This design comes from an exercise in tuning for small area on the open sky130 flow, not from production work. In this exercise RTL edits were held to simulation tests only and were not proved equivalent to the original. Power figures rest on the tool's default switching activity, not on a simulated workload.

## censor_rtl
module censor_rtl(
    input clock,
    input reset,
    input enable,
    input bloom_write,
    input [7:0] char_in,
    output [7:0] char_out,
    output data_ready
    );
Settings: LEC_CHECK=0, CAP_MARGIN=20, CORE_MARGIN=2, CORE_UTILIZATION=60, CTS_BUF_LIST=sky130_fd_sc_hd__clkbuf_8, CTS_CLUSTER_DIAMETER=80, CTS_CLUSTER_SIZE=16, PLACE_DENSITY=0.75, SLEW_MARGIN=40, SYNTH_HIERARCHICAL=1; clock period 10.0 ns.
standard.sh (not shown) runs the stock make flow with config.mk's settings and CLKGATE_MAP_FILE= SYNTH_SCRIPT=/design/flow/synth_recipe.tcl, a recipe that flattens the netlist after the stock synthesis.
==> flow/flow/run.sh <==
#!/bin/bash
# The standard layout (standard.sh: ORFS synthesis through finish), with
# two changes passed to ORFS through its own variables:
#  - clock tree synthesis with clkbuf_8 buffers, clusters of at most 16 sinks
#    within 80 um, and no dummy loads;
#  - input and output ports are buffered with buf_1 cells (repair may still
#    resize them).
# make's full output goes to standard.log here; ORFS writes each step's log
# under orfs/logs/.
set -euo pipefail
export CTS_ARGS="-sink_clustering_enable -repair_clock_nets -sink_clustering_size 16 -sink_clustering_max_diameter 80 -buf_list sky130_fd_sc_hd__clkbuf_8 -dont_use_dummy_load"
export BUFFER_PORTS_ARGS="-buffer_cell sky130_fd_sc_hd__buf_1"
bash standard.sh > standard.log 2>&1
The starting point passed the timing, design-rule and antenna checks.
Rerun with:
CORE_UTILIZATION = 55   (was 60)
PLACE_DENSITY = 0.7   (was 0.75)
SLEW_MARGIN = 20   (was 40)
After rerunning: Now the flow reached the layout checks and failed them: max-slew violations. Sequential cell count stays the same. Count of clock-buffer cells in the layout is unchanged. Routed wire length rose by 5.4%. Final area hardly moves. Clock skew rose by 0.011 ns. Via count barely changes. Utilization fell by 5.5 points. Worst setup slack is better by 0.22 ns. Clock power hardly moves.


== job 2038 ==
Starting RTL as in the previous note.
export LEC_CHECK = 0
export CAP_MARGIN = 20
export CORE_MARGIN = 2
export CORE_UTILIZATION = 55
export CTS_BUF_LIST = sky130_fd_sc_hd__clkbuf_8
export CTS_CLUSTER_DIAMETER = 80
export CTS_CLUSTER_SIZE = 16
export PLACE_DENSITY = 0.7
export SLEW_MARGIN = 40
export SYNTH_HIERARCHICAL = 1
create_clock -name core_clock -period 10.0 [get_ports {clock}]
Scripts as last shown in full above: flow/flow/run.sh
Job 2038 completed end to end with timing, DRC and antenna clean.
Input-level comparison between job 2105 and job 2038:
==> flow/run.sh (new file) <==
#!/bin/bash
# synth_recipe.tcl (not shown) runs the flow's synth.tcl, then flattens the netlist and writes it again
# the make line also repeats each setting of config.mk as NAME=value (left out here)
make -C /OpenROAD-flow-scripts/flow DESIGN_CONFIG=/design/flow/config.mk WORK_HOME=/design/flow/orfs CLKGATE_MAP_FILE= SYNTH_SCRIPT=/design/flow/synth_recipe.tcl finish
--- a/flow/config.mk
+++ b/flow/config.mk
@@ -13,4 +13,4 @@
 export CTS_CLUSTER_SIZE = 16
 export PLACE_DENSITY = 0.7
-export SLEW_MARGIN = 40
+export SLEW_MARGIN = 20
 export SYNTH_HIERARCHICAL = 1
removed: flow/flow/run.sh
removed: flow/standard.sh
Between job 2038 and job 2105, ratio of total power to cell area increased.
| clock skew after layout | lower: job 2105 |
Delta (job 2105 minus job 2038): total wirelength of the detailed-routed design -0.40%; area of all placed cells without fillers +0.65%.
Job 2105 has register-to-register slack below what job 2038 had.
Portion of the clock cycle consumed by the worst path in the final layout is higher on job 2105
Against job 2038, job 2105 comes in 0.38 ns lower on worst-case setup margin in the final layout.
Measured against each other, job 2105 and job 2038 differ in non-clock buffer count in the final layout, the lower figure coming from job 2105.
The inputs of job 2985 differ from those of job 2105 as listed below.
==> flow/flow/run.sh (new file) <==
#!/bin/bash
# The standard layout (standard.sh: ORFS synthesis through finish), with
# two changes passed to ORFS through its own variables:
#  - clock tree synthesis with clkbuf_8 buffers, clusters of at most 18 sinks
#    within 80 um, and no dummy loads;
#  - input and output ports are buffered with buf_1 cells (repair may still
#    resize them).
# make's full output goes to standard.log here; ORFS writes each step's log
# under orfs/logs/.
set -euo pipefail
export CTS_ARGS="-sink_clustering_enable -repair_clock_nets -sink_clustering_size 18 -sink_clustering_max_diameter 80 -buf_list sky130_fd_sc_hd__clkbuf_8 -dont_use_dummy_load"
export BUFFER_PORTS_ARGS="-buffer_cell sky130_fd_sc_hd__buf_1"
bash standard.sh > standard.log 2>&1
==> flow/standard.sh (new file) <==
#!/bin/bash
# synth_recipe.tcl (not shown) runs the flow's synth.tcl, then flattens the netlist and writes it again
# the make line also repeats each setting of config.mk as NAME=value (left out here)
make -C /OpenROAD-flow-scripts/flow DESIGN_CONFIG=/design/flow/config.mk WORK_HOME=/design/flow/orfs CLKGATE_MAP_FILE= SYNTH_SCRIPT=/design/flow/synth_recipe.tcl "${@:-finish}"
--- a/flow/config.mk
+++ b/flow/config.mk
@@ -11,6 +11,6 @@
 export CTS_BUF_LIST = sky130_fd_sc_hd__clkbuf_8
 export CTS_CLUSTER_DIAMETER = 80
-export CTS_CLUSTER_SIZE = 16
+export CTS_CLUSTER_SIZE = 18
 export PLACE_DENSITY = 0.7
-export SLEW_MARGIN = 20
+export SLEW_MARGIN = 40
 export SYNTH_HIERARCHICAL = 1
removed: flow/run.sh
## What came out
Job 2985 gives more vias per cell than job 2105 did. The number of H-tree branching levels of job 2985 is lower than that of job 2105. The post-layout instance area of job 2985 falls short of that of job 2105 by 1.0%. The area of combinational cells with multiple inputs was comparable across job 2105 and job 2985. For clock-pin slew on the worst setup and hold paths, job 2105 and job 2985 come out practically identical. Per the comparison of job 2985 with job 2105, leakage power summed over all cells went down by about 2.4%; met1 wire length went down by about 3.4%; count of clock-buffer cells in the layout went down by 11. Job 2985 vs job 2105 — first-pass GRT wire length climbed slightly. The higher clock skew came out of job 2985. Comparing job 2105 against job 2985, there is no change at all in placement row count.

==> separate check: timing with driven ports <==
No port has a modelled driver above. Below, the same layouts with a new extraction and two added sets of constraints. Step 1, drivers: a clkbuf_16 drives clock and a buf_2 each remaining input, both assumed. Step 2 also shifts input and output timing later by t, the mid clock arrival at the registers, as if the neighbouring blocks saw the same clock. Three values: ideal ports, drivers, drivers and shift; two values: the first two.
| run | t, ns | setup slack, ns | worst slew at a driven data input, ns |
|---|---|---|---|
| the first run of note 1 | 0.682 | 4.465 / 4.494 / 3.811 | 0.13 |
| the second run of note 1 | 0.689 | 4.682 / 4.627 / 4.048 | 0.13 |
| job 2038 | 0.711 | 4.714 / 4.659 / 4.084 | 0.14 |
| job 2105 | 0.720 | 4.334 / 4.278 / 3.688 | 0.09 |
| job 2985 | 0.728 | 4.691 / 4.636 / 4.093 | 0.14 |
For the first run of note 1, which loses most, drivers alone change the setup slack by +0.029 ns; drivers and shift together by -0.654 ns.
